Background: an optimization exercise with open tools, aiming at small area. Do not read the settings as production practice. Function was checked by simulation only, so behaviour that the tests miss may differ from the original.

==> inputs of exp/harbor <==
## mac_unit_Parallel_128_clk
module mac_unit_Parallel_128_clk
#(
    parameter DATA_WIDTH    = 8,
    parameter VEC_LENGTH    = 16,
	parameter ACC_WIDTH     = DATA_WIDTH + 16,
	parameter RESULT_WIDTH  = 2*DATA_WIDTH
) (
	input  logic                             clk,
	input  logic                             reset,
	input  logic                             mul_en,
	input  logic                             acc_en,
	input  logic                             load_accum,
	input  logic [VEC_LENGTH*DATA_WIDTH-1:0] act,
	input  logic [VEC_LENGTH*DATA_WIDTH-1:0] w_in,
	input  logic signed [ACC_WIDTH-1:0]      accum_prev,
	output logic signed [RESULT_WIDTH-1:0]   result
);
	logic [127:0] a_r;
	logic a_zero, q_zero;
	logic [19:0] q0;
	logic [19:0] q1;
	logic [19:0] t_r;
	logic [23:0] acc_r;
	wire bo1;
	wire bt2;
	wire p3;
	wire p4;
	wire p5;
	wire p6;
	wire p7;
	wire p8;
	wire p9;
	wire p10;
	wire p11;
	wire bo12;
	wire bt13;
	wire p14;
	wire p15;
	wire p16;
	wire p17;
	wire p18;
	wire p19;
	wire p20;
	wire p21;
	wire p22;
	wire bo23;
	wire bt24;
	wire p25;
	wire p26;
	wire p27;
	wire p28;
	wire p29;
	wire p30;
	wire p31;
	wire p32;
	wire p33;
	wire bo34;
	wire bt35;
	wire p36;
	wire p37;
	wire p38;
	wire p39;
	wire p40;
	wire p41;
	wire p42;
	wire p43;
	wire p44;
	wire bo45;
	wire bt46;
	wire p47;
	wire p48;
	wire p49;
	wire p50;
	wire p51;
	wire p52;
	wire p53;
	wire p54;
	wire p55;
	wire bo56;
	wire bt57;
	wire p58;
	wire p59;
	wire p60;
	wire p61;
	wire p62;
	wire p63;
	wire p64;
	wire p65;
	wire p66;
	wire bo67;
	wire bt68;
	wire p69;
	wire p70;
	wire p71;
	wire p72;
	wire p73;
	wire p74;
	wire p75;
	wire p76;
	wire p77;
	wire bo78;
	wire bt79;
	wire p80;
	wire p81;
	wire p82;
	wire p83;
	wire p84;
	wire p85;
	wire p86;
	wire p87;
	wire p88;
	wire bo89;
	wire bt90;
	wire p91;
	wire p92;
	wire p93;
	wire p94;
	wire p95;
	wire p96;
	wire p97;
	wire p98;
	wire p99;
	wire bo100;
	wire bt101;
	wire p102;
	wire p103;
	wire p104;
	wire p105;
	wire p106;
	wire p107;
	wire p108;
  ...
export LEC_CHECK = 0
export ABC_AREA = 1
export CAP_MARGIN = 20
export CORE_MARGIN = 2
export CORE_UTILIZATION = 60
export CTS_BUF_LIST = sky130_fd_sc_hd__clkbuf_4 sky130_fd_sc_hd__clkbuf_8
export GPL_TIMING_DRIVEN = 0
export SETUP_SLACK_MARGIN = 0.15
export SLEW_MARGIN = 20
export SYNTH_HIERARCHICAL = 1
export SYNTH_MINIMUM_KEEP_SIZE = 0
create_clock -name core_clock -period 8.0 [get_ports {clk}]
standard.sh (not shown) runs the stock make flow with config.mk's settings and CLKGATE_MAP_FILE= SYNTH_SCRIPT=/design/flow/synth_recipe.tcl, a recipe that flattens the netlist after the stock synthesis.
==> flow/flow/run.sh <==
#!/bin/bash
set -euo pipefail
export BUFFER_PORTS_ARGS="-buffer_cell sky130_fd_sc_hd__buf_1"
export REMOVE_ABC_BUFFERS=1
export CTS_ARGS="-sink_clustering_enable -repair_clock_nets -dont_use_dummy_load -sink_clustering_size 16 -sink_clustering_max_diameter 100 -buf_list {sky130_fd_sc_hd__clkbuf_4 sky130_fd_sc_hd__clkbuf_8}"

rm -rf myscripts
cp -r "$FLOW_HOME/scripts" myscripts
cp flow/abc_area.script myscripts/abc_area.script
sed "s|^make -C |make SCRIPTS_DIR=$PWD/myscripts -C |" standard.sh > synth_custom.sh
bash synth_custom.sh synth > synth.log 2>&1
bash standard.sh > standard.log 2>&1
==> flow/flow/abc_area.script <==
strash
dch -f
amap
topo
==> inputs of exp/fjord, as changes to exp/harbor <==
--- a/flow/design.v
+++ b/flow/design.v
@@ -22,11 +22,11 @@
 	input  logic [VEC_LENGTH*DATA_WIDTH-1:0] w_in,
 	input  logic signed [ACC_WIDTH-1:0]      accum_prev,
 	output logic signed [RESULT_WIDTH-1:0]   result
 );
 	logic [127:0] a_r;
-	logic a_zero, q_zero;
+	logic a_zero, q_zero, t_zero;
 	logic [19:0] q0;
 	logic [19:0] q1;
 	logic [19:0] t_r;
 	logic [23:0] acc_r;
 	wire bo1;
@@ -3481,11 +3481,16 @@
 	wire as2062;
 	wire ac2063;
 	wire as2064;
 	wire ac2065;
 	wire [23:0] acc_in, acc_sum;
-	assign acc_in = load_accum ? accum_prev : acc_r;
+	wire [19:0] t_in;
+	wire take_t = acc_en & ~reset & ~t_zero;
+	wire take_prev = acc_en & load_accum & ~reset;
+	wire keep_acc = ~(acc_en & load_accum) & ~reset;
+	assign t_in = take_t ? t_r : 20'd0;
+	assign acc_in = ({24{take_prev}} & accum_prev) | ({24{keep_acc}} & acc_r);
 	mac_ha u_as1957 (.a(q0[6]), .b(q1[6]), .s(as1957), .co(ac1958));
 	mac_fa u_as1959 (.a(q0[7]), .b(q1[7]), .c(ac1958), .s(as1959), .co(ac1960));
 	mac_fa u_as1961 (.a(q0[8]), .b(q1[8]), .c(ac1960), .s(as1961), .co(ac1962));
 	mac_fa u_as1963 (.a(q0[9]), .b(q1[9]), .c(ac1962), .s(as1963), .co(ac1964));
 	mac_fa u_as1965 (.a(q0[10]), .b(q1[10]), .c(ac1964), .s(as1965), .co(ac1966));
@@ -3496,43 +3501,43 @@
 	mac_fa u_as1975 (.a(q0[15]), .b(q1[15]), .c(ac1974), .s(as1975), .co(ac1976));
 	mac_fa u_as1977 (.a(q0[16]), .b(q1[16]), .c(ac1976), .s(as1977), .co(ac1978));
 	mac_fa u_as1979 (.a(q0[17]), .b(q1[17]), .c(ac1978), .s(as1979), .co(ac1980));
 	mac_fa u_as1981 (.a(q0[18]), .b(q1[18]), .c(ac1980), .s(as1981), .co(ac1982));
 	mac_ha u_as1983 (.a(1'b1), .b(ac1982), .s(as1983), .co(ac1984));
-	mac_ha u_as1985 (.a(acc_in[0]), .b(t_r[0]), .s(as1985), .co(ac1986));
-	mac_fa u_as1987 (.a(acc_in[1]), .b(t_r[1]), .c(ac1986), .s(as1987), .co(ac1988));
-	mac_fa u_as1989 (.a(acc_in[2]), .b(t_r[2]), .c(ac1988), .s(as1989), .co(ac1990));
-	mac_fa u_as1991 (.a(acc_in[3]), .b(t_r[3]), .c(ac1990), .s(as1991), .co(ac1992));
-	mac_fa u_as1993 (.a(acc_in[4]), .b(t_r[4]), .c(ac1992), .s(as1993), .co(ac1994));
-	mac_fa u_as1995 (.a(acc_in[5]), .b(t_r[5]), .c(ac1994), .s(as1995), .co(ac1996));
-	mac_fa u_as1997 (.a(acc_in[6]), .b(t_r[6]), .c(ac1996), .s(as1997), .co(ac1998));
-	mac_fa u_as1999 (.a(acc_in[7]), .b(t_r[7]), .c(ac1998), .s(as1999), .co(ac2000));
-	mac_ha u_as2001 (.a(acc_in[8]), .b(t_r[8]), .s(as2001), .co(ac2002));
-	mac_fa u_as2003 (.a(acc_in[9]), .b(t_r[9]), .c(ac2002), .s(as2003), .co(ac2004));
-	mac_fa u_as2005 (.a(acc_in[10]), .b(t_r[10]), .c(ac2004), .s(as2005), .co(ac2006));
-	mac_fa u_as2007 (.a(acc_in[11]), .b(t_r[11]), .c(ac2006), .s(as2007), .co(ac2008));
-	mac_fa u_as2009 (.a(acc_in[12]), .b(t_r[12]), .c(ac2008), .s(as2009), .co(ac2010));
-	mac_fa u_as2011 (.a(acc_in[13]), .b(t_r[13]), .c(ac2010), .s(as2011), .co(ac2012));
-	mac_fa u_as2013 (.a(acc_in[14]), .b(t_r[14]), .c(ac2012), .s(as2013), .co(ac2014));
-	mac_fa u_as2015 (.a(acc_in[15]), .b(t_r[15]), .c(ac2014), .s(as2015), .co(ac2016));
+	mac_ha u_as1985 (.a(acc_in[0]), .b(t_in[0]), .s(as1985), .co(ac1986));
+	mac_fa u_as1987 (.a(acc_in[1]), .b(t_in[1]), .c(ac1986), .s(as1987), .co(ac1988));
+	mac_fa u_as1989 (.a(acc_in[2]), .b(t_in[2]), .c(ac1988), .s(as1989), .co(ac1990));
+	mac_fa u_as1991 (.a(acc_in[3]), .b(t_in[3]), .c(ac1990), .s(as1991), .co(ac1992));
+	mac_fa u_as1993 (.a(acc_in[4]), .b(t_in[4]), .c(ac1992), .s(as1993), .co(ac1994));
+	mac_fa u_as1995 (.a(acc_in[5]), .b(t_in[5]), .c(ac1994), .s(as1995), .co(ac1996));
+	mac_fa u_as1997 (.a(acc_in[6]), .b(t_in[6]), .c(ac1996), .s(as1997), .co(ac1998));
+	mac_fa u_as1999 (.a(acc_in[7]), .b(t_in[7]), .c(ac1998), .s(as1999), .co(ac2000));
+	mac_ha u_as2001 (.a(acc_in[8]), .b(t_in[8]), .s(as2001), .co(ac2002));
+	mac_fa u_as2003 (.a(acc_in[9]), .b(t_in[9]), .c(ac2002), .s(as2003), .co(ac2004));
+	mac_fa u_as2005 (.a(acc_in[10]), .b(t_in[10]), .c(ac2004), .s(as2005), .co(ac2006));
+	mac_fa u_as2007 (.a(acc_in[11]), .b(t_in[11]), .c(ac2006), .s(as2007), .co(ac2008));
+	mac_fa u_as2009 (.a(acc_in[12]), .b(t_in[12]), .c(ac2008), .s(as2009), .co(ac2010));
+	mac_fa u_as2011 (.a(acc_in[13]), .b(t_in[13]), .c(ac2010), .s(as2011), .co(ac2012));
+	mac_fa u_as2013 (.a(acc_in[14]), .b(t_in[14]), .c(ac2012), .s(as2013), .co(ac2014));
+	mac_fa u_as2015 (.a(acc_in[15]), .b(t_in[15]), .c(ac2014), .s(as2015), .co(ac2016));
 	mac_ha u_as2017 (.a(as2001), .b(ac2000), .s(as2017), .co(ac2018));
 	mac_ha u_as2019 (.a(as2003), .b(ac2018), .s(as2019), .co(ac2020));
 	mac_ha u_as2021 (.a(as2005), .b(ac2020), .s(as2021), .co(ac2022));
 	mac_ha u_as2023 (.a(as2007), .b(ac2022), .s(as2023), .co(ac2024));
 	mac_ha u_as2025 (.a(as2009), .b(ac2024), .s(as2025), .co(ac2026));
 	mac_ha u_as2027 (.a(as2011), .b(ac2026), .s(as2027), .co(ac2028));
 	mac_ha u_as2029 (.a(as2013), .b(ac2028), .s(as2029), .co(ac2030));
 	mac_ha u_as2031 (.a(as2015), .b(ac2030), .s(as2031), .co(ac2032));
 	assign ab2033 = ac2016 | (ac2000 & as2001 & as2003 & as2005 & as2007 & as2009 & as2011 & as2013 & as2015);
-	mac_ha u_as2034 (.a(acc_in[16]), .b(t_r[16]), .s(as2034), .co(ac2035));
-	mac_fa u_as2036 (.a(acc_in[17]), .b(t_r[17]), .c(ac2035), .s(as2036), .co(ac2037));
-	mac_fa u_as2038 (.a(acc_in[18]), .b(t_r[18]), .c(ac2037), .s(as2038), .co(ac2039));
-	mac_fa u_as2040 (.a(acc_in[19]), .b(t_r[19]), .c(ac2039), .s(as2040), .co(ac2041));
-	mac_fa u_as2042 (.a(acc_in[20]), .b(t_r[19]), .c(ac2041), .s(as2042), .co(ac2043));
-	mac_fa u_as2044 (.a(acc_in[21]), .b(t_r[19]), .c(ac2043), .s(as2044), .co(ac2045));
-	mac_fa u_as2046 (.a(acc_in[22]), .b(t_r[19]), .c(ac2045), .s(as2046), .co(ac2047));
-	mac_fa u_as2048 (.a(acc_in[23]), .b(t_r[19]), .c(ac2047), .s(as2048), .co(ac2049));
+	mac_ha u_as2034 (.a(acc_in[16]), .b(t_in[16]), .s(as2034), .co(ac2035));
+	mac_fa u_as2036 (.a(acc_in[17]), .b(t_in[17]), .c(ac2035), .s(as2036), .co(ac2037));
+	mac_fa u_as2038 (.a(acc_in[18]), .b(t_in[18]), .c(ac2037), .s(as2038), .co(ac2039));
+	mac_fa u_as2040 (.a(acc_in[19]), .b(t_in[19]), .c(ac2039), .s(as2040), .co(ac2041));
+	mac_fa u_as2042 (.a(acc_in[20]), .b(t_in[19]), .c(ac2041), .s(as2042), .co(ac2043));
+	mac_fa u_as2044 (.a(acc_in[21]), .b(t_in[19]), .c(ac2043), .s(as2044), .co(ac2045));
+	mac_fa u_as2046 (.a(acc_in[22]), .b(t_in[19]), .c(ac2045), .s(as2046), .co(ac2047));
+	mac_fa u_as2048 (.a(acc_in[23]), .b(t_in[19]), .c(ac2047), .s(as2048), .co(ac2049));
 	mac_ha u_as2050 (.a(as2034), .b(ab2033), .s(as2050), .co(ac2051));
 	mac_ha u_as2052 (.a(as2036), .b(ac2051), .s(as2052), .co(ac2053));
 	mac_ha u_as2054 (.a(as2038), .b(ac2053), .s(as2054), .co(ac2055));
 	mac_ha u_as2056 (.a(as2040), .b(ac2055), .s(as2056), .co(ac2057));
 	mac_ha u_as2058 (.a(as2042), .b(ac2057), .s(as2058), .co(ac2059));
@@ -3583,20 +3588,21 @@
 	assign acc_sum[20] = as2058;
 	assign acc_sum[21] = as2060;
 	assign acc_sum[22] = as2062;
 	assign acc_sum[23] = as2064;
 	always @(posedge clk) begin
-		if (reset || (acc_en && q_zero)) begin
-			t_r <= 0;
+		if (reset) begin
+			t_zero <= 1'b1;
 		end else if (acc_en) begin
-			t_r <= s_val;
+			t_zero <= q_zero;
 		end
 	end
 	always @(posedge clk) begin
-		if (reset) begin
-			acc_r <= 0;
-		end else if (acc_en) begin
-			acc_r <= acc_sum;
+		if (acc_en) begin
+			t_r <= s_val;
 		end
 	end
+	always @(posedge clk) begin
+		acc_r <= acc_sum;
+	end
 	assign result = acc_r[23:8];
 endmodule
==> flow/flow/run.sh (replaced) <==
#!/bin/bash
set -euo pipefail
export BUFFER_PORTS_ARGS="-buffer_cell sky130_fd_sc_hd__buf_1"
export REMOVE_ABC_BUFFERS=1
export CTS_ARGS="-sink_clustering_enable -repair_clock_nets -dont_use_dummy_load -sink_clustering_size 12 -sink_clustering_max_diameter 80 -buf_list {sky130_fd_sc_hd__clkbuf_4 sky130_fd_sc_hd__clkbuf_8}"

rm -rf myscripts
cp -r "$FLOW_HOME/scripts" myscripts
cp flow/abc_area.script myscripts/abc_area.script
sed "s|^make -C |make SCRIPTS_DIR=$PWD/myscripts -C |" standard.sh > synth_custom.sh
bash synth_custom.sh synth > synth.log 2>&1
bash standard.sh > standard.log 2>&1
==> out/results.tsv <==
stage	metric	value	unit
detailed_routing	vias_per_cell	6.63	
place	dpl_worst_slack	-1.06	ns
floorplan	die_w	227	um
place	dp_cells	4010	
timing	post-route-period-util	93.2	%
logic_synthesis	synthDistinctLibCells	20	
status	status	complete, no violations	
the above is filed under exp/harbor

==> out/results.tsv <==
stage	metric	value	unit
floorplan	die_w	227	um
detailed_routing	vias_per_cell	6.63	
status	status	complete, no violations	
place	dpl_worst_slack	-0.162	ns
place	dp_cells	4018	
the above is filed under exp/fjord



==> job 6682 <==
mac_unit_Parallel_128_clk, a different RTL version from the one above (not shown whole).
==> module mac_bsel, before the edit <==
module mac_bsel (input logic one, input logic two, input logic neg, input logic a0, input logic a1, output logic p);
	assign p = ((one & a0) | (two & a1)) ^ neg;
endmodule
==> module mac_bseln, before the edit <==
module mac_bseln (input logic one, input logic two, input logic neg, input logic a0, input logic a1, output logic p);
	assign p = ~(((one & a0) | (two & a1)) ^ neg);
endmodule
clock: 8.0 ns
lec_check: 0
cap_margin: 20
core_margin: 2
core_utilization: 40
cts_buf_list: sky130_fd_sc_hd__clkbuf_4 sky130_fd_sc_hd__clkbuf_8
gpl_timing_driven: 0
slew_margin: 20
synth_hierarchical: 1
synth_minimum_keep_size: 0
==> flow/flow/run.sh <==
#!/bin/bash
# Standard ORFS layout (the standard.sh, standard synthesis unchanged), with these
# changes to how the layout is made:
#  - the port buffers that global placement puts on every input and output are the
#    smallest buffer cell instead of the default delay buffer;
#  - the buffers ABC put in during synthesis are removed at floorplan (the resizer
#    puts back what timing and slew need);
#  - clock tree synthesis adds no dummy loads.
set -euo pipefail
export BUFFER_PORTS_ARGS="-buffer_cell sky130_fd_sc_hd__buf_1"
export REMOVE_ABC_BUFFERS=1
export CTS_ARGS="-sink_clustering_enable -repair_clock_nets -dont_use_dummy_load -buf_list {sky130_fd_sc_hd__clkbuf_4 sky130_fd_sc_hd__clkbuf_8}"
bash standard.sh > standard.log 2>&1
==> job 3597: changes against job 6682 <==
--- a/flow/design.v
+++ b/flow/design.v
@@ -2,12 +2,6 @@
 	assign s  = a ^ b ^ c;
 	assign co = (a & b) | (a & c) | (b & c);
 endmodule
-module mac_bsel (input logic one, input logic two, input logic neg, input logic a0, input logic a1, output logic p);
-	assign p = ((one & a0) | (two & a1)) ^ neg;
-endmodule
-module mac_bseln (input logic one, input logic two, input logic neg, input logic a0, input logic a1, output logic p);
-	assign p = ~(((one & a0) | (two & a1)) ^ neg);
-endmodule
 module mac_ha (input logic a, input logic b, output logic s, output logic co);
 	assign s  = a ^ b;
 	assign co = a & b;
==> flow/flow/run.sh (replaced) <==
#!/bin/bash
# Standard ORFS layout (the standard.sh, standard synthesis unchanged), with one
# change: the port buffers that global placement inserts on every input and output
# are the smallest buffer cell instead of the default delay buffer.
set -euo pipefail
export BUFFER_PORTS_ARGS="-buffer_cell sky130_fd_sc_hd__buf_1"
bash standard.sh > standard.log 2>&1
- CTS_BUF_LIST: sky130_fd_sc_hd__clkbuf_4 sky130_fd_sc_hd__clkbuf_8 -> default
- GPL_TIMING_DRIVEN: 0 -> default
==> job 6195: changes against job 6682 <==
--- a/flow/design.v
+++ b/flow/design.v
@@ -2,12 +2,6 @@
 	assign s  = a ^ b ^ c;
 	assign co = (a & b) | (a & c) | (b & c);
 endmodule
-module mac_bsel (input logic one, input logic two, input logic neg, input logic a0, input logic a1, output logic p);
-	assign p = ((one & a0) | (two & a1)) ^ neg;
-endmodule
-module mac_bseln (input logic one, input logic two, input logic neg, input logic a0, input logic a1, output logic p);
-	assign p = ~(((one & a0) | (two & a1)) ^ neg);
-endmodule
 module mac_ha (input logic a, input logic b, output logic s, output logic co);
 	assign s  = a ^ b;
 	assign co = a & b;
==> flow/run.sh (new file) <==
#!/bin/bash
# synth_recipe.tcl (not shown) runs the flow's synth.tcl, then flattens the netlist and writes it again
# the make line also repeats each setting of config.mk as NAME=value (left out here)
make -C /OpenROAD-flow-scripts/flow DESIGN_CONFIG=/design/flow/config.mk WORK_HOME=/design/flow/orfs CLKGATE_MAP_FILE= SYNTH_SCRIPT=/design/flow/synth_recipe.tcl finish
- CTS_BUF_LIST: sky130_fd_sc_hd__clkbuf_4 sky130_fd_sc_hd__clkbuf_8 -> default
- GPL_TIMING_DRIVEN: 0 -> default
removed: flow/flow/run.sh
removed: flow/standard.sh
==> impl_summary.txt <==
----------------------------------------------------
[Status]
  Result of the run ... finished clean

[Global route]
  Total global-route track usage ... 29.7%
  Largest net degree at the start of global routing ... 46
  First-pass GRT wire length ... 178,000 um

[Timing]
  Worst clock skew ... 74.9 ps

[Route]
  Count of routing violations after the opening detailed-route iteration ... 2,329

[Final layout]
  Repair and plain buffers ... 306

----------------------------------------------------
# the run above: job 6682

==> impl_summary.txt <==
----------------------------------------------------
[Final layout]
  Repair and plain buffers ... 407

[Route]
  Count of routing violations after the opening detailed-route iteration ... 2,170

[Global route]
  Total global-route track usage ... 30.7%
  Largest net degree at the start of global routing ... 66

[Status]
  Result of the run ... finished clean

----------------------------------------------------
# the run above: job 3597

==> impl_summary.txt <==
----------------------------------------------------
[Global route]
  Total global-route track usage ... 32.1%
  Largest net degree at the start of global routing ... 72

[Timing]
  Worst clock skew ... 39.3 ps

[Status]
  Result of the run ... finished clean

----------------------------------------------------
# the run above: job 6195

==> afterwards: timing with drivers on the ports <==
The flow's constraints put no driver on any port. The routed layouts listed below were extracted and timed again, unchanged, in two steps.
Step 1: set_driving_cell puts a clkbuf_16 on clk and a buf_2 on each other input, an assumption about the parent block.
Step 2 adds t to the input delays and takes it off the output delays; t is the mean of the earliest and latest rising clock arrival at the registers after step 1. Input paths then give back, and output paths get back, about the clock's delay inside the block.
Three values: ideal ports, drivers, drivers and shift; two values: the first two.
run	t (ns)	setup slack, ns	worst setup path at the end	worst register clock-pin slew, ns
exp/harbor	0.651	0.543 / 0.577 / -0.075	input to register	0.12 / 0.12
exp/fjord	0.669	0.504 / 0.537 / -0.132	input to register	0.09 / 0.09
job 6682	0.677	0.383 / 0.409 / -0.268	input to register	0.06 / 0.06
job 3597	0.691	0.632 / 0.664 / -0.027	input to register	0.07 / 0.07
job 6195	0.662	0.188 / 0.205 / -0.457	input to register	0.07 / 0.07
With both steps, setup timing fails in every run listed, where it was met with ideal ports. The setup slack of job 3597, which loses most, moves by +0.032 ns with the drivers and by -0.659 ns with both steps.
